Source: an optimization exercise on an open RTL-to-GDS flow (aim: small area and a short achievable clock period). Production flows keep margins and buffers that such runs may drop.
No run shown here included a check of the RTL's function; only the layout flow was run.

<file path="flow/flow/run.sh">
#!/bin/bash
set -euo pipefail
bash standard.sh \
  SETUP_SLACK_MARGIN=${MARGIN:-6.1} \
  "BUFFER_PORTS_ARGS=-buffer_cell sky130_fd_sc_hd__buf_2" \
  finish > standard.log 2>&1
</file>
<file path="flow/config.mk">
export PLATFORM = sky130hd
export DESIGN_NAME = CordicVectoring
export DESIGN_NICKNAME = CordicVectoring
export VERILOG_FILES = /design/flow/design.v
export SDC_FILE = /design/flow/constraint.sdc
export NUM_CORES = 4
export LEC_CHECK = 0
export CAP_MARGIN = 20
export CORE_MARGIN = 2
export CORE_UTILIZATION = 40
export SLEW_MARGIN = 20
</file>
<file path="flow/constraint.sdc">
create_clock -name core_clock -period 9.0 [get_ports {in_clk}]
set_input_delay 1.8000 -clock core_clock [delete_from_list [all_inputs] [get_ports {in_clk}]]
set_output_delay 1.8000 -clock core_clock [all_outputs]
set_load 0.01 [all_outputs]
</file>
<file path="flow/design.v">
module Cordic (
  input  wire        in_clk,
  input  wire        in_rst,
  input  wire        in_enable,
  input  wire [15:0] in_x,
  input  wire [15:0] in_y,
  output wire        out_valid,
  output wire [18:0] out_phase,
  output wire [15:0] out_x,
  output wire [15:0] out_y
);
  function [18:0] atan;
    input integer i;
    begin
      case (i)
        0: atan = 19'h0c90f;
        1: atan = 19'h076b1;
        2: atan = 19'h03eb6;
        3: atan = 19'h01fd5;
        4: atan = 19'h00ffa;
        5: atan = 19'h007ff;
        6: atan = 19'h003ff;
        default: atan = 19'h001ff;
      endcase
    end
  endfunction
  reg [12:0] vld;
  always @(posedge in_clk or negedge in_rst)
    if (!in_rst) vld <= 13'b0;
    else         vld <= {vld[11:0], in_enable};
  assign out_valid = vld[12];
  reg signed [16:0] xr [0:8];
  reg signed [16:0] yr [0:8];
  reg        [7:0]  dr [1:9];    
  always @(posedge in_clk) begin
    xr[0] <= {in_x[15], in_x};
    yr[0] <= {in_y[15], in_y};
  end
  genvar i;
  generate
    for (i = 0; i < 8; i = i + 1) begin : g_stage
      wire               d  = yr[i][16];
      wire signed [16:0] xs = xr[i] >>> i;
      wire signed [16:0] ys = yr[i] >>> i;
      wire        [16:0] xn, yn;
      padd #(.N(17), .ARCH(0)) u_xadd (.a(xr[i]), .b(ys ^ {17{d}}),  .cin(d),  .s(xn));
      padd #(.N(17), .ARCH(0)) u_yadd (.a(yr[i]), .b(xs ^ {17{~d}}), .cin(~d), .s(yn));
      always @(posedge in_clk) begin
        xr[i+1] <= xn;
        yr[i+1] <= yn;
      end
      if (i == 0) begin : g_d0
        always @(posedge in_clk) dr[1] <= {7'b0, d};
      end else begin : g_dn
        always @(posedge in_clk) dr[i+1] <= (dr[i] & ((8'd1 << i) - 8'd1)) | ({7'b0, d} << i);
      end
    end
  endgenerate
  reg [15:0] xa, ya;      
  reg [11:0] xb, yb;      
  reg        xc, yc;      
  function [28:0] gain1;   
    input signed [16:0] v;
    reg signed [18:0] a;
    reg signed [23:0] b;
    reg        [3:0]  lo;
    begin
      a  = (v <<< 2) + v;
      b  = (v <<< 6) + (v <<< 3) + v;
      lo = {1'b0, a[2:0]} - {1'b0, b[11:9]} - {3'b0, |v[8:0]};
      gain1 = {lo[3], a[18:3], b[23:12]};
    end
  endfunction
  wire [28:0] gx = gain1(xr[8]);
  wire [28:0] gy = gain1(yr[8]);
  always @(posedge in_clk) begin
    {xc, xa, xb} <= gx;
    {yc, ya, yb} <= gy;
    dr[9]        <= dr[8];
  end
  function [18:0] zsum;
    input [3:0] dirs;
    input integer base;
    integer k;
    begin
      zsum = 19'd0;
      for (k = 0; k < 4; k = k + 1)
        zsum = dirs[k] ? zsum - atan(base + k) : zsum + atan(base + k);
    end
  endfunction
  wire [18:0] zlo [0:15];
  wire [18:0] zhi [0:15];
  genvar j;
  generate
    for (j = 0; j < 16; j = j + 1) begin : g_ztab
      assign zlo[j] = zsum(j, 0);
      assign zhi[j] = zsum(j, 4);
    end
  endgenerate
  reg [15:0] ox, oy;
  reg [18:0] oz;
  always @(posedge in_clk) begin
    ox <= xa - {{4{xb[11]}}, xb} - xc;
    oy <= ya - {{4{yb[11]}}, yb} - yc;
    oz <= zlo[dr[9][3:0]] + zhi[dr[9][7:4]];
  end
  assign out_x = ox;
  assign out_y = oy;
  assign out_phase = oz;
endmodule
module padd #(parameter N = 17, ARCH = 0) (
  input  wire [N-1:0] a,
  input  wire [N-1:0] b,
  input  wire         cin,
  output wire [N-1:0] s
);
  localparam W = N + 1;              
  localparam L = $clog2(W);
  localparam D = 2 * L;              
  wire [W*(D+1)-1:0] g, p;           
  assign g[W-1:0] = {a & b, cin};
  assign p[W-1:0] = {a ^ b, 1'b0};
  genvar l, k;
  generate
    for (l = 0; l < D; l = l + 1) begin : lv
      for (k = 0; k < W; k = k + 1) begin : bt
        localparam integer J =
          (ARCH == 0) ? ((l < L && ((k >> l) & 1)) ? ((k >> l) << l) - 1 : -1) :
          (ARCH == 2) ? ((l < L && k >= (1 << l)) ? k - (1 << l) : -1) :
          (l < L) ? ((((k + 1) % (2 << l)) == 0) ? k - (1 << l) : -1) :
          (l < 2 * L - 1) ? (((((k + 1) % (2 << (2 * L - 2 - l))) == (1 << (2 * L - 2 - l))) &&
                              k >= (2 << (2 * L - 2 - l))) ? k - (1 << (2 * L - 2 - l)) : -1) : -1;
        if (J >= 0) begin : c
          assign g[(l+1)*W+k] = g[l*W+k] | (p[l*W+k] & g[l*W+J]);
          assign p[(l+1)*W+k] = p[l*W+k] & p[l*W+J];
        end else begin : n
          assign g[(l+1)*W+k] = g[l*W+k];
          assign p[(l+1)*W+k] = p[l*W+k];
        end
      end
    end
  endgenerate
  assign s = p[W-1:1] ^ g[D*W+N-1:D*W];
endmodule
module CordicVectoring (
  input  wire        in_clk,
  input  wire        in_rst,
  input  wire        in_enable,
  input  wire [15:0] in_x,
  input  wire [15:0] in_y,
  output wire        out_valid,
  output wire [18:0] out_phase,
  output wire [15:0] out_x,
  output wire [15:0] out_y
);
  Cordic u_cordic (
    .in_clk    (in_clk),
    .in_rst    (in_rst),
    .in_enable (in_enable),
    .in_x      (in_x),
    .in_y      (in_y),
    .out_valid (out_valid),
    .out_phase (out_phase),
    .out_x     (out_x),
    .out_y     (out_y)
  );
endmodule
</file>
<file path="flow/standard.sh">
#!/bin/bash
# synth_recipe.tcl (not shown) runs the flow's synth.tcl, then flattens the netlist and writes it again
# the make line also repeats each setting of config.mk as NAME=value (left out here)
make -C /OpenROAD-flow-scripts/flow DESIGN_CONFIG=/design/flow/config.mk WORK_HOME=/design/flow/orfs CLKGATE_MAP_FILE= SYNTH_SCRIPT=/design/flow/synth_recipe.tcl "${@:-finish}"
</file>
==> metrics.md, run 1 <==
| Metric | Value |
|---|---|
| Pin count of the biggest net entering global routing | `31` |
| Initial Util | `0.402` |
| Maximum clock frequency | `338 MHz` |
| Critical path fanouts, max | `7` |
| Crit-path max cell delay | `between 0.4 and 0.5 ns` |
| GRT met3 Usage | `0.0235` |
| Layer with the highest usage | `met2` |
| Critical path class | `reg2reg` |
| Dominant synthesized flop cell | `dfxtp_1` |
| Cell Chain, Critical Path | `buf_8 -> xnor2_2 -> ha_1 -> nand3_1 -> o211ai_1 -> a211oi_2 -> o31a_1 -> a221oi_2 -> nor2_1 -> fa_1 -> xor2_1` |
| Worst Hold Endpoint | `u_cordic.dr[8][3]` |
| Drc violations | `0` |
| Final Worst Setup Slack | `roughly 6.0 ns` |
| Period utilization | `0.329` |
| TNS Setup | `0 ns` |
| Worst r2r src | `u_cordic.yr[1][16]` |
| RSZ-0062 raised after global routing | `yes` |
| DIE HEIGHT | `approximately 270 um` |
| Synth top area share | `0.333` |
| I/O pins | `between 80 and 90` |
| Grt ovf | `0` |
| HP Class | `reg2reg` |
| Max Root-Sink Buffers | `3` |
| Top post-synthesis cells by area | `dfxtp_1, ha_1, xnor2_1, xor2_1, fa_1` |
| CTS tree | `built` |
| Clock latency (worst-skew pair) | `between 0.6 and 0.7 ns` |
| GRT met1 Usage | `0.159` |
| Ant diodes | `0` |
| Seq/Total Area, Yosys | `0.345` |
| Worst hold stages | `0` |
| CP bufs+invs | `1` |
| Nets | `about 3500` |
| Crit path arrival time | `3.44 ns` |
| Yosys warns | `7` |
| Via count | `18901` |
| Clock sink count | `about 470` |
| Port bufs | `85` |
| Pre-CTS WS | `~5.4 ns` |
| Fin. Hold Viols | `0` |
| Pre-Repair DR Iteration Count | `5` |
| Global routing usage on met2 | `0.286` |
| Vias per cell | `~4.8` |
| Multi-input logic area | `around 0.017 mm2` |
| Largest delay contributor family on the critical path | `compound AO/OA/AOI/OAI gates` |
| Worst r2r dst | `u_cordic.yr[2][16]` |
| Synth Register Bits | `~470` |
| Vias in the first global route | `~19000` |
| Core footprint | `approximately 0.07 mm2` |
| Hpwl dp | `between 30000 and 40000 um` |
| TritonCTS Buffers | `55` |
| Synth unique cells | `76` |
| Synth Net Count | `3322` |
| Worst Skew | `approximately 0.032 ns` |
| Cell depth of the worst flop-to-flop path | `11` |
| Final setup fails | `0` |
| Run status | `no timing/DRC/antenna violations` |
| Non-Filler Instances | `3958` |
| Clk root buf | `clkbuf_16` |
| DP Cell Count | `around 3800` |
| Total Routing Usage GR | `0.148` |
| Worst path slowest cell | `fa_1` |
| Minimum clock period | `2.96 ns` |
| Max-cap violations | `0` |
| Hold Startpoint | `u_cordic.dr[7][3]` |
| R2R Setup Slk | `between 6 and 7 ns` |
| WP data required | `approximately 9.5 ns` |
| Mapped Avg Cell Area | `roughly 9.7 um2` |
| Register area | `~0.0096 mm2` |
| Final hold slack | `0.301 ns` |
| Final Max Slew Viols | `0` |
| Die ar. | `between 0.07 and 0.08 mm2` |
| Cell Area, Synth | `0.0274 mm2` |
| # rows | `96` |
| Post-synth EDFFs | `0` |
| WL/cell | `between 10 and 15 um` |
| # fillers | `6369` |
| Gpl congestion | `around 0.84` |
| Crit. End Element | `flip-flop` |
| Die width | `~270 um` |
| Async S/R FF share, synth | `0.0277` |
| Area leader, netlist | `dfxtp_1` |
| Setup crit start kind | `flip-flop` |
| Post-Syn Instances | `roughly 2800` |
| Initial antenna violation count | `0` |
| First-pass GRT wire length | `86900 um` |
| H-tree depth | `2` |
| Share of cells above drive strength 1 | `0.149` |
| Area growth, synth to finish | `18.5%` |
| Post-Route WL | `~53000 um` |
| Iteration-0 DRC count of the detailed router | `574` |
| Number of routed nets with antenna violations | `0` |
| Clk pin slew, worst setup/hold paths | `around 0.06 ns` |
routing by layer:
metal	wire, um	up-vias
met5	0	-
met4	1770	0
met3	1570	97
met2	28000	230
met1	22000	8638
li1	-	9936
area by class of cell:
class,instances,share of cell area
Clock buffer,80,0.0508
Clock inverter,12,0.00331
Inverter,373,0.0431
Multi-Input combinational cell,1959,0.532
Sequential cell,469,0.294
Tap cell,882,0.0339
Timing Repair Buffer,183,0.0426
synthesized netlist by cell type (27+ instances only):
| cell type | n |
|---|---|
| dfxtp_1 | 456 |
| inv_1 | 373 |
| ha_1 | 360 |
| xnor2_1 | 265 |
| xor2_1 | 207 |
| a21oi_1 | 164 |
| nor2_1 | 143 |
| o21ai_0 | 99 |
| nand2_1 | 98 |
| fa_1 | 90 |
| a21o_1 | 64 |
| nor3_1 | 51 |
| nand3_1 | 42 |
| o21a_1 | 38 |
| nand2b_1 | 32 |
| o21bai_1 | 27 |
registers in the layout, indices dropped and copies added, names as in the netlist, 12 cells and up:
name          flops
u_cordic.ox      16
u_cordic.xb      12
u_cordic.xr     152
u_cordic.yb      12
u_cordic.xa      16
u_cordic.vld     13
u_cordic.dr      44
u_cordic.oy      16
u_cordic.yr     152
u_cordic.ya      16
u_cordic.oz      18
layout by cell type (no fill, tap or decap), types with 15 or more instances in the layout:
cell         n
nor3_1      47
nand2b_1    32
a31oi_1     16
dfxtp_2     15
xor2_1     202
fa_1        86
xnor2_1    247
or3_1       18
nor2b_1     16
and3_1      18
dfxtp_4     27
a21oi_2     23
buf_2       85
a21o_1      64
nand2_1     96
dfxtp_1    414
buf_4       82
clkbuf_16   60
o21bai_1    27
a21oi_1    137
inv_1      370
o21a_1      37
ha_1       346
o21ai_0     80
nor2_1     138
nand3_1     40
xnor2_2     15
cell families after synthesis:
kind of cell | Yosys count | synth area share
AOI/OAI and AO/OA | 538 | 0.128
and+or+nand+nor | 487 | 0.0864
xor gates and xnor gates | 472 | 0.151
DFF | 469 | 0.345
adders and majority gates | 450 | 0.230
buffers and inverters | 409 | 0.0564
muxes | 11 | 0.00438
other | 1 | 0.000137
per-stage QoR:
step            util  instance area [um2]
4_1_cts        0.461                31500
5_1_grt        0.477                32500
3_5_place_dp   0.424                28900
2_1_floorplan      -                27600
3_3_place_gp   0.424                28900
6_report       0.477                32500
repair_timing:
item                                    in CTS  in global routing
gates cloned                                 3                  3
resized for setup                          106                137
endpoints found under the setup margin      81                 54
hold buffers                                 0                  0
setup buffers                               36                 51
pin swaps                                   29                 92
how the worst max path moves through the flow:
stage | startpoint | to | depth (start not counted)
after floorplan | u_cordic.yr[1][16] | u_cordic.yr[2][16] | 13
after global placement | u_cordic.yr[7][16] | u_cordic.yr[8][16] | 10
after detailed placement | u_cordic.yr[7][16] | u_cordic.yr[8][16] | 10
after CTS | u_cordic.vld[12] | out_valid | 1
after global routing | u_cordic.xr[8][3] | u_cordic.xc | 12
final | u_cordic.yr[1][16] | u_cordic.yr[2][16] | 11
worst register-to-register path, cell delays in order, from the launching register on:
cell and delay [ns]:
dfxtp_4 0.39, buf_8 0.16, xnor2_2 0.14, ha_1 0.34, nand3_1 0.09, o211ai_1 0.32, a211oi_2 0.15, o31a_1 0.32
a221oi_2 0.28, nor2_1 0.11, fa_1 0.41, xor2_1 0.14
==> inputs of run 2 (changes only) <==
==> flow/flow/run.sh (replaced) <==
#!/bin/bash
set -euo pipefail
bash standard.sh \
  SETUP_SLACK_MARGIN=${MARGIN:-6.25} \
  "BUFFER_PORTS_ARGS=-buffer_cell sky130_fd_sc_hd__buf_2" \
  finish > standard.log 2>&1
==> metrics.md, run 2 <==
| Metric | Value |
|---|---|
| # rows | `96 (unchanged)` |
| First-pass GRT wire length | `94700 um (+9.0%)` |
| Final Max Slew Viols | `0 (unchanged)` |
| Iteration-0 DRC count of the detailed router | `693 (+21%)` |
| Pre-Repair DR Iteration Count | `5 (unchanged)` |
| Commonest non-fill, non-tap cell in the layout | `dfxtp_1` |
| Async S/R FF share, synth | `0.0277 (unchanged)` |
| Synth Register Bits | `469 (unchanged)` |
| Max-cap violations | `0 (unchanged)` |
| Clk root buf | `clkbuf_16` |
| Count leader, synth | `dfxtp_1` |
| TNS Setup | `0 ns (unchanged)` |
| DIE HEIGHT | `266 um (unchanged)` |
| Number of hold buffers added after CTS | `0 (unchanged)` |
| Cell Area, Synth | `0.0274 mm2 (unchanged)` |
| Die width | `266 um (unchanged)` |
| Crit. End Element | `flip-flop` |
| Total Routing Usage GR | `0.161 (+0.0124)` |
| Synth unique cells | `76 (unchanged)` |
| # fillers | `6095 (-4.3%)` |
| Mapped Avg Cell Area | `9.67 um2 (unchanged)` |
| Synth top area share | `0.333 (unchanged)` |
| Grt ovf | `0 (unchanged)` |
| Gpl congestion | `0.854 (+2.1%)` |
| Final setup fails | `0 (unchanged)` |
| DP Cell Count | `3772 (-0.027%)` |
| Pin count of the biggest net entering global routing | `17 (-45%)` |
| Critical path class | `reg2reg` |
| Pre-CTS WS | `5.45 ns (+0.0718 ns)` |
| Port bufs | `85 (unchanged)` |
| HP Class | `reg2reg` |
| Fin. Hold Viols | `0 (unchanged)` |
| Dominant synthesized flop cell | `dfxtp_1` |
| Biggest registers after layout | `u_cordic.xr: 152 flops, u_cordic.yr: 152 flops, u_cordic.dr: 44 flops` |
| Via count | `19756 (+4.5%)` |
| TritonCTS Buffers | `54 (-1.8%)` |
| Final Util | `0.499 (+0.0222)` |
| Worst Skew | `0.0419 ns (+0.00952 ns)` |
| Commonest cells after routing, fill and taps aside | `dfxtp_1, inv_1, ha_1, xnor2_1, xor2_1` |
| Ant diodes | `0 (unchanged)` |
| Critical path fanouts, max | `4 (-3)` |
| Synth Net Count | `3322 (unchanged)` |
| Drc violations | `0 (unchanged)` |
| Initial Util | `0.402 (unchanged)` |
| Final Worst Setup Slack | `6.13 ns (+0.0862 ns)` |
| Relative slew slack | `0.627` |
| Clock sink count | `469 (unchanged)` |
| Number of routed nets with antenna violations | `0 (unchanged)` |
| Actual slew at the worst max-slew pin | `about 0.54 ns` |
| Seq/Total Area, Yosys | `0.345 (unchanged)` |
| Vias per cell | `4.91 (+2.7%)` |
| Setup crit start kind | `flip-flop` |
| Top post-synthesis cells by area | `dfxtp_1, ha_1, xnor2_1, xor2_1, fa_1` |
| Core footprint | `0.0682 mm2 (unchanged)` |
| Most instantiated cells after synthesis | `dfxtp_1, inv_1, ha_1, xnor2_1, xor2_1` |
| Post-synth EDFFs | `0 (unchanged)` |
| WL/cell | `14.4 um (+7.1%)` |
| Area growth, synth to finish | `24.0%` |
| Maximum clock frequency | `348 MHz (+3.0%)` |
| Post-Syn Instances | `2837 (unchanged)` |
| Final hold slack | `0.325 ns (+0.0238 ns)` |
| Max Root-Sink Buffers | `3 (unchanged)` |
| I/O pins | `87 (unchanged)` |
| Finished Cell Area | `0.0340 mm2 (+4.7%)` |
| Crit path arrival time | `3.36 ns (-0.08 ns)` |
| Vias in the first global route | `20144 (+7.4%)` |
| RSZ-0062 raised after global routing | `yes` |
| Initial antenna violation count | `0 (unchanged)` |
| Run status | `no timing/DRC/antenna violations` |
| Hpwl dp | `42300 um (+7.1%)` |
| Clock latency (worst-skew pair) | `0.63 ns (about the same)` |
| Period utilization | `0.319 (-0.00958)` |
| Post-Route WL | `58200 um (+8.9%)` |
| Nets | `3590 (+1.8%)` |
| Die ar. | `0.0707 mm2 (unchanged)` |
| WP data required | `9.49 ns (about the same)` |
| Clk pin slew, worst setup/hold paths | `0.06 ns (about the same)` |
| R2R Setup Slk | `6.13 ns (+0.09 ns)` |
| Area leader, netlist | `dfxtp_1` |
| Placed cell areas | `0.0291 mm2 (+0.53%)` |
| Share of cells above drive strength 1 | `0.206 (+0.0575)` |
| Non-Filler Instances | `4027 (+1.7%)` |
| Minimum clock period | `2.87 ns (-0.0862 ns)` |
| CTS tree | `built` |
| H-tree depth | `2 (unchanged)` |
| Yosys warns | `7 (unchanged)` |
run 2: cell counts after synthesis:
Identical to the previous run, type by type.
run 2: per-layer routing:
layer  global-route usage  part of all wire  up-vias
met3               0.0246             0.028      128
met5                    0                 0        -
met1                0.183              0.42     9324
li1                     -                 -    10081
met4               0.0563             0.033        0
met2                0.301              0.52      223
run 2: worst paths after layout:
kind	start	end	cells past startpoint
worst max-delay path	u_cordic.xr[8][1]	u_cordic.xc	14
worst min-delay path	u_cordic.dr[7][2]	u_cordic.dr[8][2]	0
worst max register to register	u_cordic.xr[8][1]	u_cordic.xc	14
worst min register to register	u_cordic.dr[7][2]	u_cordic.dr[8][2]	0
max in group asynchronous	in_rst	u_cordic.vld[10]	1
min in group asynchronous	in_rst	u_cordic.vld[7]	1
run 2: repair_timing:
action                                  CTS  global route
buffers inserted                         80            72
endpoints found under the setup margin  175           120
pin swaps                                82           138
gates cloned                              4             3
resized for setup                       160           226
run 2: critical path: stages (launching register included):
cell,delay (ns)
dfxtp_4,0.36
inv_4,0.03
fa_1,0.53
inv_1,0.05
ha_1,0.29
nand3_2,0.08
a21oi_2,0.04
or2_4,0.25
a21o_1,0.16
ha_1,0.27
a21o_1,0.16
ha_1,0.27
nand2_1,0.06
nand3b_1,0.08
xnor2_1,0.13
run 2: cells by family (layout without fill, tap and decap cells):
family / Yosys count / in the layout / share of synthesized area
AOI/OAI and AO/OA: 538 / 538 / 0.128
and+or+nand+nor: 487 / 487 / 0.0864
xor gates and xnor gates: 472 / 472 / 0.151
DFF: 469 / 469 / 0.345
adders and majority gates: 450 / 450 / 0.230
buffers and inverters: 409 / 717 / 0.0564
muxes: 11 / 11 / 0.00438
other: 1 / 1 / 0.000137
run 2: cell type report:
type | count | area, um2 | area share
Sequential cell | 469 | 9600 | 0.282
Inverter | 373 | 1400 | 0.0412
Timing Repair Buffer | 248 | 2050 | 0.0602
Clock buffer | 77 | 1520 | 0.0446
Multi-Input combinational cell | 1959 | 18000 | 0.530
Clock inverter | 19 | 324 | 0.00952
Tap cell | 882 | 1100 | 0.0324
==> inputs of run 3 (changes only) <==
==> flow/flow/run.sh (replaced) <==
#!/bin/bash
set -euo pipefail
bash standard.sh \
  SETUP_SLACK_MARGIN=${MARGIN:-6.0} \
  "BUFFER_PORTS_ARGS=-buffer_cell sky130_fd_sc_hd__buf_2" \
  finish > standard.log 2>&1
==> metrics.md, run 3 <==
| Metric | Value |
|---|---|
| Seq/Total Area, Yosys | `0.345 (unchanged)` |
| Gpl congestion | `0.834 (-2.4%)` |
| Number of routed nets with antenna violations | `0 (unchanged)` |
| Fin. Hold Viols | `0 (unchanged)` |
| Port bufs | `85 (unchanged)` |
| Most instantiated cells after synthesis | `dfxtp_1, inv_1, ha_1, xnor2_1, xor2_1` |
| Minimum clock period | `2.96 ns (+0.0832 ns)` |
| Grt ovf | `0 (unchanged)` |
| Crit. End Element | `flip-flop` |
| Actual slew at the worst max-slew pin | `0.585 ns (+0.0410 ns)` |
| Maximum clock frequency | `338 MHz (-2.8%)` |
| Run status | `no timing/DRC/antenna violations` |
| Number of hold buffers added after CTS | `0 (unchanged)` |
| Vias per cell | `4.77 (-2.7%)` |
| Post-Route WL | `52100 um (-10%)` |
| WP data required | `9.52 ns (+0.03 ns)` |
| Via count | `18814 (-4.8%)` |
| Clock sink count | `469 (unchanged)` |
| Final setup fails | `0 (unchanged)` |
| Largest delay contributor family on the critical path | `compound AO/OA/AOI/OAI gates` |
| Clk pin slew, worst setup/hold paths | `0.06 ns (about the same)` |
| First-pass GRT wire length | `86100 um (-9.1%)` |
| Drc violations | `0 (unchanged)` |
| Mapped Avg Cell Area | `9.67 um2 (unchanged)` |
| Vias in the first global route | `18527 (-8.0%)` |
| Share of cells above drive strength 1 | `0.130 (-0.0763)` |
| Iteration-0 DRC count of the detailed router | `662 (-4.5%)` |
| Core footprint | `0.0682 mm2 (unchanged)` |
| # rows | `96 (unchanged)` |
| Pin count of the biggest net entering global routing | `31 (+14)` |
| Max Root-Sink Buffers | `3 (unchanged)` |
| TNS Setup | `0 ns (unchanged)` |
| Area leader, netlist | `dfxtp_1` |
| Setup crit start kind | `flip-flop` |
| # fillers | `6420 (+5.3%)` |
| DP Cell Count | `3773 (+0.027%)` |
| Synth Net Count | `3322 (unchanged)` |
| H-tree depth | `2 (unchanged)` |
| CTS tree | `built` |
| Synth unique cells | `76 (unchanged)` |
| Synth Register Bits | `469 (unchanged)` |
| DIE HEIGHT | `266 um (unchanged)` |
| Yosys warns | `7 (unchanged)` |
| Non-Filler Instances | `3941 (-2.1%)` |
| I/O pins | `87 (unchanged)` |
| Clock latency (worst-skew pair) | `0.60 ns (-0.03 ns)` |
| Crit path arrival time | `3.48 ns (+0.12 ns)` |
| Async S/R FF share, synth | `0.0277 (unchanged)` |
| HP Class | `reg2reg` |
| Clk root buf | `clkbuf_16` |
| Commonest non-fill, non-tap cell in the layout | `dfxtp_1` |
| Worst Skew | `0.0142 ns (-0.0276 ns)` |
| RSZ-0062 raised after global routing | `yes` |
| Critical path fanouts, max | `7 (+3)` |
| Synth top area share | `0.333 (unchanged)` |
| Initial antenna violation count | `2 (+2)` |
| Ant diodes | `0 (unchanged)` |
| Worst path slowest cell | `dfxtp_4` |
| Hpwl dp | `39400 um (-6.8%)` |
| WL/cell | `13.2 um (-8.5%)` |
| Final Util | `0.472 (-0.0266)` |
| Period utilization | `0.329 (+0.00924)` |
| Commonest cells after routing, fill and taps aside | `dfxtp_1, inv_1, ha_1, xnor2_1, xor2_1` |
| Cell Chain, Critical Path | `buf_6 -> buf_4 -> xor2_1 -> ha_1 -> nand3_1 -> o2111ai_1 -> nand2_1 -> nand4b_1 -> a21oi_1 -> a21oi_2 -> o21bai_1 -> ha_1 -> xor2_1` |
| Nets | `3498 (-2.6%)` |
| Relative slew slack | `0.608 (-0.0193)` |
| Die width | `266 um (unchanged)` |
| Post-Syn Instances | `2837 (unchanged)` |
| Critical path class | `reg2reg` |
| Count leader, synth | `dfxtp_1` |
| Biggest registers after layout | `u_cordic.xr: 152 flops, u_cordic.yr: 152 flops, u_cordic.dr: 44 flops` |
| Total Routing Usage GR | `0.146 (-0.0145)` |
| Max-cap violations | `0 (unchanged)` |
| Dominant synthesized flop cell | `dfxtp_1` |
| Initial Util | `0.402 (unchanged)` |
| Die ar. | `0.0707 mm2 (unchanged)` |
| Top post-synthesis cells by area | `dfxtp_1, ha_1, xnor2_1, xor2_1, fa_1` |
| Post-synth EDFFs | `0 (unchanged)` |
| CP bufs+invs | `2 (unchanged)` |
| Final Max Slew Viols | `0 (unchanged)` |
| Cell Area, Synth | `0.0274 mm2 (unchanged)` |
| Area growth, synth to finish | `17.4%` |
| Pre-Repair DR Iteration Count | `5 (unchanged)` |
| Crit-path max cell delay | `0.38 ns (-0.15 ns)` |
| TritonCTS Buffers | `54 (unchanged)` |
run 3: cell counts after synthesis:
No cell type changed its count.
run 3: routing by layer:
metal / vias up / part of all wire / track usage
li1: 9929 / - / -
met1: 8534 / 0.41 / 0.161
met2: 234 / 0.52 / 0.280
met3: 117 / 0.032 / 0.0227
met4: 0 / 0.033 / 0.0547
met5: - / 0 / 0
run 3: cell families after synthesis:
kind of cell               synth area share
other                              0.000137
buffers and inverters                0.0564
adders and majority gates             0.230
xor gates and xnor gates              0.151
muxes                               0.00438
and+or+nand+nor                      0.0864
AOI/OAI and AO/OA                     0.128
DFF                                   0.345
run 3: per-stage QoR:
step	worst slack, ns	hold slack [ns]	cell area [um2]
after global routing	5.90	0.331	32200
after global placement	5.39	0.311	28900
final	6.04	0.323	32200
after floorplan	6.01	0.310	27500
after detailed placement	5.36	0.312	28900
after CTS	5.98	0.326	31400
run 3: timing repair:
| action | CTS | global route |
|---|---|---|
| pin swaps | 3 | 50 |
| buffers inserted | 18 | 43 |
| setup endpoints to repair | 76 | 46 |
| resized for setup | 82 | 105 |
| cloned | 2 | 3 |
run 3: final cells by class:
class | instances | area, um2 | share of cell area
timing repair buffer | 156 | 1180 | 0.0365
sequential | 469 | 9560 | 0.297
clock buffer | 70 | 1560 | 0.0483
inverter | 373 | 1400 | 0.0434
clock inverter | 32 | 490 | 0.0152
tap | 882 | 1100 | 0.0342
multi-input combinational | 1959 | 16900 | 0.525
run 3: worst register-to-register path: cells and delay by family (launching register included):
family	cells	cell delay, ns
xor+xnor	2	0.31
fa+ha+maj	2	0.52
simple gates	3	0.49
flops	1	0.38
buf+inv	2	0.30
compound gates	4	0.88
run 3: final timing paths:
check / endpoint / slack [ns] / depth (start not counted) / startpoint
max: u_cordic.xr[2][16] / 6.04 / 13 / u_cordic.yr[1][16]
min: u_cordic.dr[5][1] / 0.32 / 0 / u_cordic.dr[4][1]
max reg2reg: u_cordic.xr[2][16] / 6.04 / 13 / u_cordic.yr[1][16]
min reg2reg: u_cordic.dr[5][1] / 0.32 / 0 / u_cordic.dr[4][1]
max in group asynchronous: u_cordic.vld[5] / 7.71 / 1 / in_rst
min in group asynchronous: u_cordic.vld[12] / 1.07 / 1 / in_rst
==> inputs of run 4 (changes only) <==
--- a/flow/config.mk
+++ b/flow/config.mk
@@ -8,4 +8,5 @@
 export CAP_MARGIN = 20
 export CORE_MARGIN = 2
 export CORE_UTILIZATION = 40
+export CTS_BUF_LIST = sky130_fd_sc_hd__clkbuf_4 sky130_fd_sc_hd__clkbuf_8
 export SLEW_MARGIN = 20
==> metrics.md, run 4 <==
| Metric | Value |
|---|---|
| Run status | `no timing/DRC/antenna violations` |
| Pin count of the biggest net entering global routing | `31 (unchanged)` |
| Number of hold buffers added after CTS | `0 (unchanged)` |
| Core footprint | `0.0682 mm2 (unchanged)` |
| Synth top area share | `0.333 (unchanged)` |
| Dominant synthesized flop cell | `dfxtp_1` |
| Commonest non-fill, non-tap cell in the layout | `dfxtp_1` |
| Most instantiated cells after synthesis | `dfxtp_1, inv_1, ha_1, xnor2_1, xor2_1` |
| Commonest cells after routing, fill and taps aside | `dfxtp_1, inv_1, ha_1, xnor2_1, xor2_1` |
| R2R Setup Slk | `6.06 ns (about the same)` |
| Synth unique cells | `76 (unchanged)` |
| Async S/R FF share, synth | `0.0277 (unchanged)` |
| # rows | `96 (unchanged)` |
| Maximum clock frequency | `340 MHz (+0.46%)` |
| TritonCTS Buffers | `83 (+54%)` |
| WP data required | `7.20 ns (-2.32 ns)` |
| Worst hold stages | `0 (unchanged)` |
| Seq/Total Area, Yosys | `0.345 (unchanged)` |
| Setup crit start kind | `flip-flop` |
| Initial antenna violation count | `3 (+1)` |
| Cell Area, Synth | `0.0274 mm2 (unchanged)` |
| Critical path fanouts, max | `1 (-6)` |
| Crit. End Element | `output port` |
| Top post-synthesis cells by area | `dfxtp_1, ha_1, xnor2_1, xor2_1, fa_1` |
| Pre-Repair DR Iteration Count | `5 (unchanged)` |
| Total Routing Usage GR | `0.150 (+0.00362)` |
| Crit path arrival time | `1.14 ns (-2.34 ns)` |
| Actual slew at the worst max-slew pin | `0.603 ns (+0.0181 ns)` |
| Die width | `266 um (unchanged)` |
| Die ar. | `0.0707 mm2 (unchanged)` |
| Worst Hold Endpoint | `u_cordic.dr[4][1]` |
| Cell Chain, Critical Path | `buf_2` |
| CP Launch Point | `u_cordic.vld[12]` |
| Max Root-Sink Buffers | `3 (unchanged)` |
| Period utilization | `0.327 (-0.00150)` |
| Iteration-0 DRC count of the detailed router | `658 (-0.60%)` |
| Post-synth EDFFs | `0 (unchanged)` |
| Vias per cell | `4.75 (-0.57%)` |
| Hold Startpoint | `u_cordic.dr[3][1]` |
| Hpwl dp | `39400 um (unchanged)` |
| HP Class | `reg2reg` |
| Mapped Avg Cell Area | `9.67 um2 (unchanged)` |
| Gpl congestion | `0.834 (unchanged)` |
| Number of routed nets with antenna violations | `0 (unchanged)` |
| Worst path slowest cell | `dfrtp_1` |
| Vias in the first global route | `18833 (+1.7%)` |
| Clk pin slew, worst setup/hold paths | `0.06 ns (about the same)` |
| Biggest registers after layout | `u_cordic.xr: 152 flops, u_cordic.yr: 152 flops, u_cordic.dr: 44 flops` |
| Worst r2r dst | `u_cordic.yr[2][15]` |
| TNS Setup | `0 ns (unchanged)` |
| Area growth, synth to finish | `16.8%` |
| Final Max Slew Viols | `0 (unchanged)` |
| First-pass GRT wire length | `87500 um (+1.6%)` |
| RSZ-0062 raised after global routing | `yes` |
| Count leader, synth | `dfxtp_1` |
| Synth Net Count | `3322 (unchanged)` |
| Post-Route WL | `53200 um (+2.1%)` |
| WL/cell | `13.3 um (+0.86%)` |
| H-tree depth | `3 (+1)` |
| Post-Syn Instances | `2837 (unchanged)` |
| Clock latency (worst-skew pair) | `0.68 ns (+0.08 ns)` |
| Drc violations | `0 (unchanged)` |
| Synth Register Bits | `469 (unchanged)` |
| Final hold slack | `0.289 ns (-0.0347 ns)` |
| Worst r2r src | `u_cordic.yr[1][16]` |
| CP bufs+invs | `1 (-1)` |
| Via count | `18935 (+0.64%)` |
| Initial Util | `0.402 (unchanged)` |
| Final Util | `0.470 (-0.00237)` |
| Share of cells above drive strength 1 | `0.148 (+0.0180)` |
| Port bufs | `85 (unchanged)` |
| Relative slew slack | `0.596 (-0.0122)` |
| Minimum clock period | `2.94 ns (-0.0135 ns)` |
| CTS tree | `built` |
| Nets | `3525 (+0.77%)` |
| Clk root buf | `clkbuf_8` |
| Crit-path max cell delay | `0.35 ns (-0.03 ns)` |
| # fillers | `6494 (+1.2%)` |
| I/O pins | `87 (unchanged)` |
| Fin. Hold Viols | `0 (unchanged)` |
| Clock sink count | `469 (unchanged)` |
| Yosys warns | `7 (unchanged)` |
| Critical path class | `reg2out` |
| Max-cap violations | `0 (unchanged)` |
| Worst Skew | `0.0493 ns (+0.0351 ns)` |
| Area leader, netlist | `dfxtp_1` |
| Cell depth of the worst flop-to-flop path | `10 (-3)` |
| DIE HEIGHT | `266 um (unchanged)` |
| Grt ovf | `0 (unchanged)` |
| Largest delay contributor family on the critical path | `flip-flops` |
| Final setup fails | `0 (unchanged)` |
## run 4: cell counts after synthesis
Identical to the previous run, type by type.
## run 4: stage by stage
stage | setup WS (ns) | cell area, um2 | cells
after floorplan | 6.01 | 27500 | 2837
after global placement | 5.39 | 28900 | 3773
after detailed placement | 5.36 | 28900 | 3773
after CTS | 5.97 | 31200 | 3943
after global routing | 5.93 | 32100 | 3989
final | 6.06 | 32100 | 3989
## run 4: logic make-up after synthesis
| logic type | synth area share |
|---|---|
| flip-flops | 0.345 |
| AO/OA/AOI/OAI | 0.128 |
| XOR/XNOR | 0.151 |
| multiplexers | 0.00438 |
| other | 0.000137 |
| buffers and inverters | 0.0564 |
| adder cells (fa/ha/maj) | 0.230 |
| AND/OR/NAND/NOR | 0.0864 |
## run 4: worst max path at each step
stage	depth (start not counted)	to	slack [ns]
final	1	out_valid	6.06
after global routing	10	u_cordic.yr[2][15]	5.93
after CTS	11	u_cordic.xr[7][16]	5.97
after detailed placement	11	u_cordic.xr[7][16]	5.36
after global placement	11	u_cordic.xr[7][16]	5.39
after floorplan	13	u_cordic.yr[4][16]	6.01
## run 4: routing by layer
| layer | share of wire | vias to the layer above | GRT usage |
|---|---|---|---|
| met5 | 0 | - | 0 |
| met4 | 0.036 | 0 | 0.0606 |
| met3 | 0.030 | 124 | 0.0300 |
| met2 | 0.52 | 236 | 0.282 |
| met1 | 0.41 | 8594 | 0.162 |
| li1 | - | 9981 | - |
## run 4: what timing repair did
item | 4_1_cts | 5_1_grt
resized for setup | 86 | 114
pin swaps | 3 | 69
setup endpoints to repair | 81 | 53
gates cloned | 2 | 3
buffers inserted | 17 | 42
## run 4: final cells by class
type / instances / area (um2) / area share
Sequential cell: 469 / 9570 / 0.298
Clock inverter: 21 / 224 / 0.00699
Timing Repair Buffer: 154 / 1160 / 0.0363
Inverter: 373 / 1400 / 0.0437
Tap cell: 882 / 1100 / 0.0344
Antenna cell: 1 / 2.50 / 0.0000780
Clock buffer: 130 / 1640 / 0.0511
Multi-Input combinational cell: 1959 / 17000 / 0.529
==> inputs of run 5 (changes only) <==
==> flow/flow/run.sh (replaced) <==
#!/bin/bash
set -euo pipefail
bash standard.sh \
  SETUP_SLACK_MARGIN=${MARGIN:-5.8} \
  "BUFFER_PORTS_ARGS=-buffer_cell sky130_fd_sc_hd__buf_2" \
  finish > standard.log 2>&1
--- a/flow/config.mk
+++ b/flow/config.mk
@@ -8,5 +8,4 @@
 export CAP_MARGIN = 20
 export CORE_MARGIN = 2
 export CORE_UTILIZATION = 40
-export CTS_BUF_LIST = sky130_fd_sc_hd__clkbuf_4 sky130_fd_sc_hd__clkbuf_8
 export SLEW_MARGIN = 20
==> metrics.md, run 5 <==
| Metric | Value |
|---|---|
| HP Class | `reg2reg` |
| Via count | `18434 (-2.6%)` |
| Post-Syn Instances | `2837 (unchanged)` |
| Hpwl dp | `39400 um (-0.14%)` |
| TNS Setup | `0 ns (unchanged)` |
| Max Root-Sink Buffers | `3 (unchanged)` |
| Final setup fails | `0 (unchanged)` |
| Post-synthesis mux area share | `0.00438 (unchanged)` |
| Count leader, synth | `dfxtp_1` |
| Run status | `no timing/DRC/antenna violations` |
| Adder-Cell Fraction of Synth Area | `0.230 (unchanged)` |
| Initial Util | `0.402 (unchanged)` |
| Total Routing Usage GR | `0.143 (-0.00658)` |
| Fin. Hold Viols | `0 (unchanged)` |
| Number of hold buffers added after CTS | `0 (unchanged)` |
| Biggest registers after layout | `u_cordic.xr: 152 flops, u_cordic.yr: 152 flops, u_cordic.dr: 44 flops` |
| Synth Register Bits | `469 (unchanged)` |
| Pin count of the biggest net entering global routing | `33 (+6.5%)` |
| Synth Net Count | `3322 (unchanged)` |
| Share of cells above drive strength 1 | `0.0906 (-0.0575)` |
| Commonest non-fill, non-tap cell in the layout | `dfxtp_1` |
| Period utilization | `0.338 (+0.0110)` |
| R2R Setup Slk | `5.96 ns (-0.10 ns)` |
| Drc violations | `0 (unchanged)` |
| Max-cap violations | `0 (unchanged)` |
| Cell depth of the worst flop-to-flop path | `11 (+1)` |
| Async S/R FF share, synth | `0.0277 (unchanged)` |
| Initial antenna violation count | `2 (-1)` |
| TritonCTS Buffers | `55 (-34%)` |
| Actual slew at the worst max-slew pin | `0.608 ns (+0.00539 ns)` |
| Yosys warns | `7 (unchanged)` |
| Commonest cells after routing, fill and taps aside | `dfxtp_1, inv_1, ha_1, xnor2_1, xor2_1` |
| Grt ovf | `0 (unchanged)` |
| Largest family of logic cells by synthesized area | `adder cells` |
| H-tree depth | `2 (-1)` |
| Iteration-0 DRC count of the detailed router | `645 (-2.0%)` |
| Post-synthesis compound-gate area fraction | `0.128 (unchanged)` |
| Clock latency (worst-skew pair) | `0.60 ns (-0.08 ns)` |
| Die ar. | `0.0707 mm2 (unchanged)` |
| Area growth, synth to finish | `13.5%` |
| CTS tree | `built` |
| WL/cell | `12.9 um (-3.3%)` |
| Crit. End Element | `flip-flop` |
| Hold Startpoint | `u_cordic.dr[6][0]` |
| Final Max Slew Viols | `0 (unchanged)` |
| Crit path arrival time | `3.51 ns (+2.37 ns)` |
| Maximum clock frequency | `329 MHz (-3.3%)` |
| Worst hold stages | `0 (unchanged)` |
| # fillers | `6575 (+1.2%)` |
| RSZ-0062 raised after global routing | `no` |
| I/O pins | `87 (unchanged)` |
| Vias per cell | `4.73 (-0.27%)` |
| Number of routed nets with antenna violations | `0 (unchanged)` |
| Dominant synthesized flop cell | `dfxtp_1` |
| Core footprint | `0.0682 mm2 (unchanged)` |
| Final Util | `0.457 (-0.0134)` |
| Clk root buf | `clkbuf_16` |
| Die width | `266 um (unchanged)` |
| Clock sink count | `469 (unchanged)` |
| Worst r2r dst | `u_cordic.yr[4][16]` |
| Post-Synth XOR/XNOR Area | `0.151 (unchanged)` |
| Cell Area, Synth | `0.0274 mm2 (unchanged)` |
| Critical path class | `reg2reg` |
| Seq/Total Area, Yosys | `0.345 (unchanged)` |
| Top post-synthesis cells by area | `dfxtp_1, ha_1, xnor2_1, xor2_1, fa_1` |
| Vias in the first global route | `18244 (-3.1%)` |
| DIE HEIGHT | `266 um (unchanged)` |
| Setup crit start kind | `flip-flop` |
| Minimum clock period | `3.04 ns (+0.0989 ns)` |
| Post-Route WL | `50200 um (-5.7%)` |
| Clk pin slew, worst setup/hold paths | `0.05 ns (about the same)` |
| Synth top area share | `0.333 (unchanged)` |
| Register area | `0.00953 mm2 (-0.37%)` |
| Multi-input logic area | `0.0166 mm2 (-2.3%)` |
| Port bufs | `85 (unchanged)` |
| Simple-gate portion of the synthesized area | `0.0864 (unchanged)` |
| # rows | `96 (unchanged)` |
| Mapped Avg Cell Area | `9.67 um2 (unchanged)` |
| Ant diodes | `0 (-1)` |
| Critical path fanouts, max | `28 (+27)` |
| Synth unique cells | `76 (unchanged)` |
| Area leader, netlist | `dfxtp_1` |
| Worst r2r src | `u_cordic.yr[3][16]` |
| Gpl congestion | `0.857 (+2.8%)` |
| Post-synth EDFFs | `0 (unchanged)` |
| Most instantiated cells after synthesis | `dfxtp_1, inv_1, ha_1, xnor2_1, xor2_1` |
| Worst Skew | `0.0207 ns (-0.0286 ns)` |
| Relative slew slack | `0.592 (-0.00361)` |
| WP data required | `9.47 ns (+2.27 ns)` |
| Nets | `3452 (-2.1%)` |
| Worst Hold Endpoint | `u_cordic.dr[7][0]` |
| First-pass GRT wire length | `84300 um (-3.6%)` |
| Pre-Repair DR Iteration Count | `5 (unchanged)` |
## run 5: cell types whose count changed in the layout (fill, tap and decap cells not counted), moves of 6 or more
| cell | previous run | this run |
|---|---|---|
| clkbuf_16 | 3 | 57 |
| dfxtp_2 | 17 | 10 |
| xnor2_1 | 257 | 263 |
| ha_1 | 354 | 360 |
| clkbuf_4 | 24 | 0 |
| clkbuf_8 | 106 | 13 |
| ha_4 | 6 | 0 |
| buf_4 | 52 | 16 |
| a21oi_2 | 22 | 9 |
| dfxtp_1 | 415 | 429 |
| a21oi_1 | 139 | 155 |
| clkbuf_1 | 0 | 12 |
| dfxtp_4 | 24 | 17 |
## run 5: critical path, cell delays in order (launching register included)
cell	delay (ns)
dfxtp_1	0.35
buf_12	0.21
xnor2_1	0.10
ha_1	0.36
nand3_1	0.09
o211ai_1	0.28
a211oi_1	0.17
o31a_1	0.40
a221oi_2	0.29
nor2_1	0.10
fa_1	0.40
xor2_1	0.15
## run 5: area by class of cell
cell class                      instances  area share
Clock buffer                           82      0.0530
Inverter                              373      0.0449
Clock inverter                         20     0.00627
Sequential cell                       469       0.306
Timing Repair Buffer                  109      0.0222
Multi-Input combinational cell       1959       0.532
Tap cell                              882      0.0354
## run 5: logic make-up after synthesis
logic type	Yosys count
muxes	11
xor gates and xnor gates	472
AOI/OAI and AO/OA	538
DFF	469
adders and majority gates	450
buffers and inverters	409
other	1
and+or+nand+nor	487
## run 5: worst max path at each step
stage / to / from / slack (ns) / depth (start not counted)
final: u_cordic.yr[4][16] / u_cordic.yr[3][16] / 5.96 / 11
after global routing: u_cordic.yr[4][16] / u_cordic.yr[3][16] / 5.79 / 12
after CTS: u_cordic.yr[6][16] / u_cordic.yr[5][16] / 5.80 / 12
after floorplan: u_cordic.yr[5][16] / u_cordic.yr[4][16] / 5.82 / 13
after detailed placement: u_cordic.xr[7][16] / u_cordic.yr[6][16] / 5.32 / 11
after global placement: u_cordic.xr[7][16] / u_cordic.yr[6][16] / 5.36 / 11
## run 5: timing repair
item / in CTS / in global routing
setup buffers: 7 / 12
gates cloned: 0 / 0
gates resized for setup: 26 / 64
setup endpoints to repair: 36 / 36
pin swaps: 1 / 4
## run 5: routing by layer
metal,routed length (um),GRT usage,part of all wire
met5,0,0,0
met4,1320,0.0484,0.026
met3,1550,0.0230,0.031
met2,25700,0.271,0.51
met1,21600,0.161,0.43
## run 5: through the flow
step	worst slack, ns	instance area, um2	cells	hold WS (ns)
4_1_cts	5.80	30800	3882	0.325
2_1_floorplan	5.82	27500	2837	0.310
3_3_place_gp	5.36	28900	3773	0.311
6_report	5.96	31100	3894	0.325
5_1_grt	5.79	31100	3894	0.329
3_5_place_dp	5.32	28900	3773	0.312
==> inputs of run 6 (changes only) <==
==> flow/flow/run.sh (replaced) <==
#!/bin/bash
set -euo pipefail
bash standard.sh \
  SETUP_SLACK_MARGIN=${MARGIN:-6.1} \
  "BUFFER_PORTS_ARGS=-buffer_cell sky130_fd_sc_hd__buf_2" \
  finish > standard.log 2>&1
--- a/flow/config.mk
+++ b/flow/config.mk
@@ -7,5 +7,6 @@
 export LEC_CHECK = 0
 export CAP_MARGIN = 20
 export CORE_MARGIN = 2
-export CORE_UTILIZATION = 40
+export CORE_UTILIZATION = 65
+export PLACE_DENSITY = 0.75
 export SLEW_MARGIN = 20
==> metrics.md, run 6 <==
| Metric | Value |
|---|---|
| DP Cell Count | `3431 (-9.1%)` |
| Clk pin slew, worst setup/hold paths | `0.06 ns (about the same)` |
| Crit-path max cell delay | `0.53 ns (+0.13 ns)` |
| Number of routed nets with antenna violations | `0 (unchanged)` |
| Total Routing Usage GR | `0.257 (+0.114)` |
| First-pass GRT wire length | `93400 um (+11%)` |
| Worst Skew | `0.0200 ns (-0.000760 ns)` |
| Run status | `no timing/DRC/antenna violations` |
| Grt ovf | `0 (unchanged)` |
| Final setup fails | `0 (unchanged)` |
| Pre-Repair DR Iteration Count | `5 (unchanged)` |
| Vias in the first global route | `20006 (+9.7%)` |
| Crit path arrival time | `3.40 ns (-0.11 ns)` |
| Period utilization | `0.324 (-0.0145)` |
| Hold Startpoint | `u_cordic.dr[5][3]` |
| Commonest non-fill, non-tap cell in the layout | `dfxtp_1` |
| Worst path slowest cell | `fa_2` |
| Max Root-Sink Buffers | `3 (unchanged)` |
| Synth Net Count | `3322 (unchanged)` |
| WL/cell | `15.8 um (+23%)` |
| Area leader, netlist | `dfxtp_1` |
| Dominant synthesized flop cell | `dfxtp_1` |
| Critical path fanouts, max | `8 (-71%)` |
| HP Class | `reg2reg` |
| DIE HEIGHT | `209 um (-21%)` |
| Nets | `3540 (+2.5%)` |
| Area growth, synth to finish | `17.6%` |
| Maximum clock frequency | `343 MHz (+4.5%)` |
| Max-cap violations | `0 (unchanged)` |
| Finished Cell Area | `0.0323 mm2 (+3.6%)` |
| Iteration-0 DRC count of the detailed router | `961 (+49%)` |
| Initial antenna violation count | `0 (-2)` |
| CP Launch Point | `u_cordic.yr[3][16]` |
| Register area | `0.00959 mm2 (+0.58%)` |
| Synth unique cells | `76 (unchanged)` |
| CP bufs+invs | `2 (+1)` |
| Biggest registers after layout | `u_cordic.xr: 152 flops, u_cordic.yr: 152 flops, u_cordic.dr: 44 flops` |
| Post-Route WL | `57500 um (+15%)` |
| Setup crit start kind | `flip-flop` |
| Minimum clock period | `2.91 ns (-0.130 ns)` |
| Ant diodes | `0 (unchanged)` |
| Post-Syn Instances | `2837 (unchanged)` |
| TNS Setup | `0 ns (unchanged)` |
| # fillers | `2856 (-57%)` |
| Critical path class | `reg2reg` |
| Crit. End Element | `flip-flop` |
| Clock sink count | `469 (unchanged)` |
| Die width | `209 um (-21%)` |
| Most instantiated cells after synthesis | `dfxtp_1, inv_1, ha_1, xnor2_1, xor2_1` |
| Vias per cell | `5.48 (+16%)` |
| Non-Filler Instances | `3631 (-6.8%)` |
| Mapped Avg Cell Area | `9.67 um2 (unchanged)` |
| Port bufs | `85 (unchanged)` |
| TritonCTS Buffers | `49 (-11%)` |
| Clk root buf | `clkbuf_16` |
| WP data required | `9.49 ns (+0.02 ns)` |
| Share of cells above drive strength 1 | `0.164 (+0.0733)` |
| Gpl congestion | `0.870 (+1.6%)` |
| CTS tree | `built` |
| Largest delay contributor family on the critical path | `compound AO/OA/AOI/OAI gates` |
| Commonest cells after routing, fill and taps aside | `dfxtp_1, inv_1, ha_1, xnor2_1, xor2_1` |
| Count leader, synth | `dfxtp_1` |
| Clock latency (worst-skew pair) | `0.60 ns (about the same)` |
| Relative slew slack | `0.573 (-0.0194)` |
| Seq/Total Area, Yosys | `0.345 (unchanged)` |
| Synth top area share | `0.333 (unchanged)` |
| Placed cell areas | `0.0285 mm2 (-1.3%)` |
| Final hold slack | `0.318 ns (-0.00622 ns)` |
| R2R Setup Slk | `6.09 ns (+0.13 ns)` |
| Async S/R FF share, synth | `0.0277 (unchanged)` |
| Die ar. | `0.0439 mm2 (-38%)` |
| Multi-input logic area | `0.0174 mm2 (+4.7%)` |
| Drc violations | `0 (unchanged)` |
| Final Max Slew Viols | `0 (unchanged)` |
| H-tree depth | `2 (unchanged)` |
| Number of hold buffers added after CTS | `0 (unchanged)` |
| Fin. Hold Viols | `0 (unchanged)` |
| Hpwl dp | `41200 um (+4.6%)` |
| Pin count of the biggest net entering global routing | `17 (-48%)` |
| Core footprint | `0.0419 mm2 (-39%)` |
| Actual slew at the worst max-slew pin | `0.637 ns (+0.0289 ns)` |
| Cell Chain, Critical Path | `buf_12 -> xnor2_2 -> ha_1 -> nand3_2 -> o211ai_1 -> a211oi_2 -> o31a_1 -> a221oi_2 -> nor2_1 -> fa_2 -> inv_2` |
| Synth Register Bits | `469 (unchanged)` |
| Yosys warns | `7 (unchanged)` |
| # rows | `75 (-22%)` |
| Post-synth EDFFs | `0 (unchanged)` |
| Initial Util | `0.656 (+0.253)` |
| Worst r2r src | `u_cordic.yr[3][16]` |
| Top post-synthesis cells by area | `dfxtp_1, ha_1, xnor2_1, xor2_1, fa_1` |
| Via count | `19906 (+8.0%)` |
| I/O pins | `87 (unchanged)` |
| Cell Area, Synth | `0.0274 mm2 (unchanged)` |
| RSZ-0062 raised after global routing | `yes` |
run 6: cell counts after synthesis:
No cell type changed its count.
run 6: final timing paths:
kind / endpoint / cells past startpoint
worst max-delay path: u_cordic.yr[4][15] / 11
worst min-delay path: u_cordic.dr[6][3] / 0
worst max register to register: u_cordic.yr[4][15] / 11
worst min register to register: u_cordic.dr[6][3] / 0
max in group asynchronous: u_cordic.vld[5] / 1
min in group asynchronous: u_cordic.vld[0] / 1
run 6: per-stage QoR:
step / util / setup WS (ns)
floorplan: - / 6.06
global placement: 0.681 / 5.45
detailed placement: 0.681 / 5.41
CTS: 0.744 / 6.07
global route: 0.771 / 5.99
finish: 0.771 / 6.09
run 6: kinds of logic (layout without fill, tap and decap cells):
family,count (synthesis),count (layout),share of synthesized area
AO/OA/AOI/OAI,538,538,0.128
AND/OR/NAND/NOR,487,487,0.0864
XOR/XNOR,472,472,0.151
flip-flops,469,469,0.345
adder cells (fa/ha/maj),450,450,0.230
buffers and inverters,409,664,0.0564
multiplexers,11,11,0.00438
other,1,1,0.000137
run 6: layout make-up:
type	count	area share
inverters	373	0.0434
clock buffers	66	0.0441
well taps	539	0.0209
repair buffers	203	0.0498
flip-flops and latches	469	0.297
clock inverters	22	0.00671
multi-input cells	1959	0.538
run 6: metal layers:
layer / global-route usage / vias up / wire length, um
li1: - / 9976 / -
met1: 0.304 / 9475 / 24200
met2: 0.484 / 337 / 29800
met3: 0.0301 / 118 / 1700
met4: 0.0839 / 0 / 1790
met5: 0 / - / 0
run 6: repair_timing:
item | CTS | global route
pin swaps | 42 | 114
setup buffers | 45 | 59
resized for setup | 123 | 158
setup endpoints to repair | 76 | 51
cloned | 7 | 1
==> inputs of run 7 (changes only) <==
--- a/flow/design.v
+++ b/flow/design.v
@@ -24,14 +24,14 @@
       endcase
     end
   endfunction
-  reg [12:0] vld;
+  reg [11:0] vld;
   always @(posedge in_clk or negedge in_rst)
-    if (!in_rst) vld <= 13'b0;
-    else         vld <= {vld[11:0], in_enable};
-  assign out_valid = vld[12];
+    if (!in_rst) vld <= 12'b0;
+    else         vld <= {vld[10:0], in_enable};
+  assign out_valid = vld[11];
   reg signed [16:0] xr [0:8];
   reg signed [16:0] yr [0:8];
-  reg        [7:0]  dr [1:9];    
+  reg        [7:0]  dr [1:8];    
   always @(posedge in_clk) begin
     xr[0] <= {in_x[15], in_x};
     yr[0] <= {in_y[15], in_y};
@@ -56,28 +56,18 @@
       end
     end
   endgenerate
-  reg [15:0] xa, ya;      
-  reg [11:0] xb, yb;      
-  reg        xc, yc;      
-  function [28:0] gain1;   
-    input signed [16:0] v;
-    reg signed [18:0] a;
-    reg signed [23:0] b;
-    reg        [3:0]  lo;
+  localparam [27:0] GAINC = 28'h5b70049;
+  function [15:0] gain;
+    input [16:0] v;
+    reg   [16:0] u;
+    reg   [27:0] p;
     begin
-      a  = (v <<< 2) + v;
-      b  = (v <<< 6) + (v <<< 3) + v;
-      lo = {1'b0, a[2:0]} - {1'b0, b[11:9]} - {3'b0, |v[8:0]};
-      gain1 = {lo[3], a[18:3], b[23:12]};
+      u = {~v[16], v[15:0]};
+      p = ({11'b0, u} << 11) + ({11'b0, u} << 9) + ({11'b0, ~u} << 6) +
+          ({11'b0, ~u} << 3) + {11'b0, ~u} + GAINC;
+      gain = p[27:12];
     end
   endfunction
-  wire [28:0] gx = gain1(xr[8]);
-  wire [28:0] gy = gain1(yr[8]);
-  always @(posedge in_clk) begin
-    {xc, xa, xb} <= gx;
-    {yc, ya, yb} <= gy;
-    dr[9]        <= dr[8];
-  end
   function [18:0] zsum;
     input [3:0] dirs;
     input integer base;
@@ -100,9 +90,9 @@
   reg [15:0] ox, oy;
   reg [18:0] oz;
   always @(posedge in_clk) begin
-    ox <= xa - {{4{xb[11]}}, xb} - xc;
-    oy <= ya - {{4{yb[11]}}, yb} - yc;
-    oz <= zlo[dr[9][3:0]] + zhi[dr[9][7:4]];
+    ox <= gain(xr[8]);
+    oy <= gain(yr[8]);
+    oz <= zlo[dr[8][3:0]] + zhi[dr[8][7:4]];
   end
   assign out_x = ox;
   assign out_y = oy;
==> flow/flow/run.sh (replaced) <==
#!/bin/bash
set -euo pipefail
bash standard.sh \
  SETUP_SLACK_MARGIN=${MARGIN:-6.0} \
  "BUFFER_PORTS_ARGS=-buffer_cell sky130_fd_sc_hd__buf_2" \
  finish > standard.log 2>&1
--- a/flow/config.mk
+++ b/flow/config.mk
@@ -7,6 +7,5 @@
 export LEC_CHECK = 0
 export CAP_MARGIN = 20
 export CORE_MARGIN = 2
-export CORE_UTILIZATION = 65
-export PLACE_DENSITY = 0.75
+export CORE_UTILIZATION = 40
 export SLEW_MARGIN = 20
==> metrics.md, run 7 <==
| Metric | Value |
|---|---|
| Largest delay contributor family on the critical path | `adder cells` |
| Worst Skew | `0.0333 ns (+0.0134 ns)` |
| Pre-CTS WS | `5.02 ns (-0.385 ns)` |
| Post-Syn Instances | `2420 (-15%)` |
| Drc violations | `0 (unchanged)` |
| Cell depth of the worst flop-to-flop path | `17 (+6)` |
| Count leader, synth | `dfxtp_1` |
| Max-cap violations | `0 (unchanged)` |
| Post-Route WL | `51100 um (-11%)` |
| Dominant synthesized flop cell | `dfxtp_1` |
| Synth Register Bits | `402 (-14%)` |
| Mapped Avg Cell Area | `10.1 um2 (+4.6%)` |
| Clk root buf | `clkbuf_16` |
| Critical Path Stages | `17 (+6)` |
| Synth Net Count | `2931 (-12%)` |
| Pin count of the biggest net entering global routing | `17 (unchanged)` |
| DIE HEIGHT | `251 um (+20%)` |
| Share of cells above drive strength 1 | `0.243 (+0.0789)` |
| Gpl congestion | `0.840 (-3.5%)` |
| Clk pin slew, worst setup/hold paths | `0.06 ns (about the same)` |
| Synth top area share | `0.319 (-0.0136)` |
| Number of hold buffers added after CTS | `0 (unchanged)` |
| Critical path class | `reg2reg` |
| Pre-Repair DR Iteration Count | `5 (unchanged)` |
| Crit path arrival time | `4.35 ns (+0.95 ns)` |
| Clock sink count | `402 (-14%)` |
| RSZ-0062 raised after global routing | `yes` |
| Grt ovf | `0 (unchanged)` |
| Synth unique cells | `65 (-14%)` |
| Initial antenna violation count | `0 (unchanged)` |
| CP bufs+invs | `4 (+2)` |
| CP Launch Point | `u_cordic.yr[8][11]` |
| Vias per cell | `4.76 (-13%)` |
| R2R Setup Slk | `5.13 ns (-0.96 ns)` |
| Total Routing Usage GR | `0.158 (-0.0992)` |
| H-tree depth | `2 (unchanged)` |
| Run status | `no timing/DRC/antenna violations` |
| Commonest cells after routing, fill and taps aside | `inv_1, dfxtp_1, ha_1, xnor2_1, xor2_1` |
| # rows | `90 (+20%)` |
| Post-synth EDFFs | `0 (unchanged)` |
| Cell Chain, Critical Path | `inv_4 -> fa_2 -> fa_1 -> inv_1 -> fa_1 -> inv_2 -> ha_4 -> and3_4 -> a22oi_2 -> nand2b_1 -> a2111oi_2 -> a21o_1 -> o221ai_4 -> nand3_2 -> buf_6 -> nand2_1 -> xor2_1` |
| Biggest registers after layout | `u_cordic.xr: 152 flops, u_cordic.yr: 152 flops, u_cordic.dr: 36 flops` |
| Vias in the first global route | `17782 (-11%)` |
| Multi-input logic area | `0.0163 mm2 (-6.2%)` |
| Minimum clock period | `3.87 ns (+0.957 ns)` |
| Final Util | `0.514 (-0.257)` |
| Maximum clock frequency | `258 MHz (-25%)` |
| Seq/Total Area, Yosys | `0.331 (-0.0132)` |
| Fin. Hold Viols | `0 (unchanged)` |
| Most instantiated cells after synthesis | `dfxtp_1, inv_1, ha_1, xnor2_1, xor2_1` |
| Crit-path max cell delay | `0.50 ns (-0.03 ns)` |
| Initial Util | `0.405 (-0.251)` |
| Setup crit start kind | `flip-flop` |
| Top post-synthesis cells by area | `dfxtp_1, ha_1, fa_1, xnor2_1, xor2_1` |
| Final setup fails | `0 (unchanged)` |
| Die ar. | `0.0632 mm2 (+44%)` |
| Clock latency (worst-skew pair) | `0.61 ns (about the same)` |
| First-pass GRT wire length | `82500 um (-12%)` |
| Final hold slack | `0.321 ns (+0.00243 ns)` |
| Max Root-Sink Buffers | `3 (unchanged)` |
| Non-Filler Instances | `3542 (-2.5%)` |
| Worst path slowest cell | `fa_1` |
| Async S/R FF share, synth | `0.0299 (+0.00213)` |
| Commonest non-fill, non-tap cell in the layout | `inv_1` |
| Iteration-0 DRC count of the detailed router | `369 (-62%)` |
| DP Cell Count | `3263 (-4.9%)` |
| WL/cell | `14.4 um (-8.9%)` |
| Core footprint | `0.0605 mm2 (+44%)` |
-- run 7: changes by cell type after synthesis, sizes merged, moves of 17 or more --
| cell | previous run | this run |
|---|---|---|
| xor2 | 207 | 190 |
| a21oi | 164 | 97 |
| xnor2 | 265 | 245 |
| dfxtp | 456 | 390 |
| fa | 90 | 124 |
| nand2 | 99 | 45 |
| nor2 | 143 | 114 |
| o21ai | 100 | 58 |
-- run 7: how the worst min path moves through the flow --
stage | from | end | slack [ns]
after floorplan | u_cordic.dr[1][0] | u_cordic.dr[2][0] | 0.31
after global placement | u_cordic.dr[5][1] | u_cordic.dr[6][1] | 0.31
after detailed placement | u_cordic.dr[1][0] | u_cordic.dr[2][0] | 0.31
after CTS | u_cordic.dr[7][0] | u_cordic.dr[8][0] | 0.32
after global routing | u_cordic.dr[7][2] | u_cordic.dr[8][2] | 0.33
final | u_cordic.dr[7][0] | u_cordic.dr[8][0] | 0.32
-- run 7: logic make-up (layout without fill, tap and decap cells) --
kind of cell / after synthesis / after routing / synth area share
mux: 10 / 10 / 0.00414
compound gates: 358 / 358 / 0.0991
xor+xnor: 435 / 435 / 0.156
other cells: 1 / 2 / 0.000153
simple gates: 328 / 328 / 0.0646
buf+inv: 410 / 749 / 0.0636
fa+ha+maj: 476 / 476 / 0.281
flops: 402 / 402 / 0.331
-- run 7: layer usage --
layer	up-vias	global-route usage	part of all wire
met5	-	0	0
li1	8528	-	-
met3	108	0.0238	0.029
met4	0	0.0532	0.033
met2	224	0.308	0.53
met1	7995	0.172	0.40
-- run 7: worst reg2reg max path: stages, from the launching register on --
cell and delay (ns):
dfxtp_4 0.35, inv_4 0.07, fa_2 0.44, fa_1 0.50, inv_1 0.05, fa_1 0.49, inv_2 0.05, ha_4 0.22
and3_4 0.19, a22oi_2 0.20, nand2b_1 0.11, a2111oi_2 0.24, a21o_1 0.25, o221ai_4 0.15, nand3_2 0.13, buf_6 0.10
nand2_1 0.05, xor2_1 0.16
-- run 7: cell type report --
cell class | instances | share of cell area
inverter | 379 | 0.0468
multi-input combinational | 1608 | 0.524
timing repair buffer | 284 | 0.0762
sequential | 402 | 0.265
clock buffer | 64 | 0.0452
tap | 782 | 0.0315
antenna | 1 | 0.0000805
clock inverter | 22 | 0.0109
-- run 7: what timing repair did --
| action | 4_1_cts | 5_1_grt |
|---|---|---|
| gates cloned | 7 | 2 |
| hold endpoints to repair | 0 | 0 |
| buffers inserted | 110 | 73 |
| gates resized for setup | 207 | 172 |
| endpoints found under the setup margin | 104 | 75 |
| pin swaps | 98 | 131 |

==> separate check: timing with driven ports <==
The results above use ideal ports. As a check the final layouts listed here were re-extracted and re-timed, cells and wires unchanged. Step 1 (the two cells are an assumption about what drives the block):
set clk [get_ports {in_clk}]
set_driving_cell -lib_cell sky130_fd_sc_hd__clkbuf_16 $clk
set_driving_cell -lib_cell sky130_fd_sc_hd__buf_2 [delete_from_list [all_inputs] $clk]
Step 2 also shifts input and output timing later by t, the mid clock arrival at the registers, as if the neighbouring blocks saw the same clock. Three values: no drivers, after step 1, after step 2; two values: the first two.
run	shift t [ns]	setup slack, ns	worst setup path after step 2	clock arrival spread, ns	slew at the worst register clock pin (ns)
run 1	0.659	6.040 / 6.040 / 6.040	register to register	0.033 / 0.032	0.06 / 0.06
run 2	0.669	6.126 / 6.071 / 6.126	register to register	0.042 / 0.042	0.07 / 0.07
run 3	0.652	6.043 / 6.043 / 6.043	register to register	0.016 / 0.016	0.06 / 0.06
run 4	0.718	6.056 / 6.000 / 6.062	register to register	0.057 / 0.057	0.07 / 0.07
run 5	0.653	5.958 / 5.958 / 5.958	register to register	0.024 / 0.024	0.06 / 0.06
run 6	0.643	6.088 / 6.084 / 6.088	register to register	0.023 / 0.023	0.07 / 0.07
run 7	0.647	5.131 / 5.131 / 5.131	register to register	0.034 / 0.035	0.06 / 0.06
After both steps every run listed still meets setup and hold.
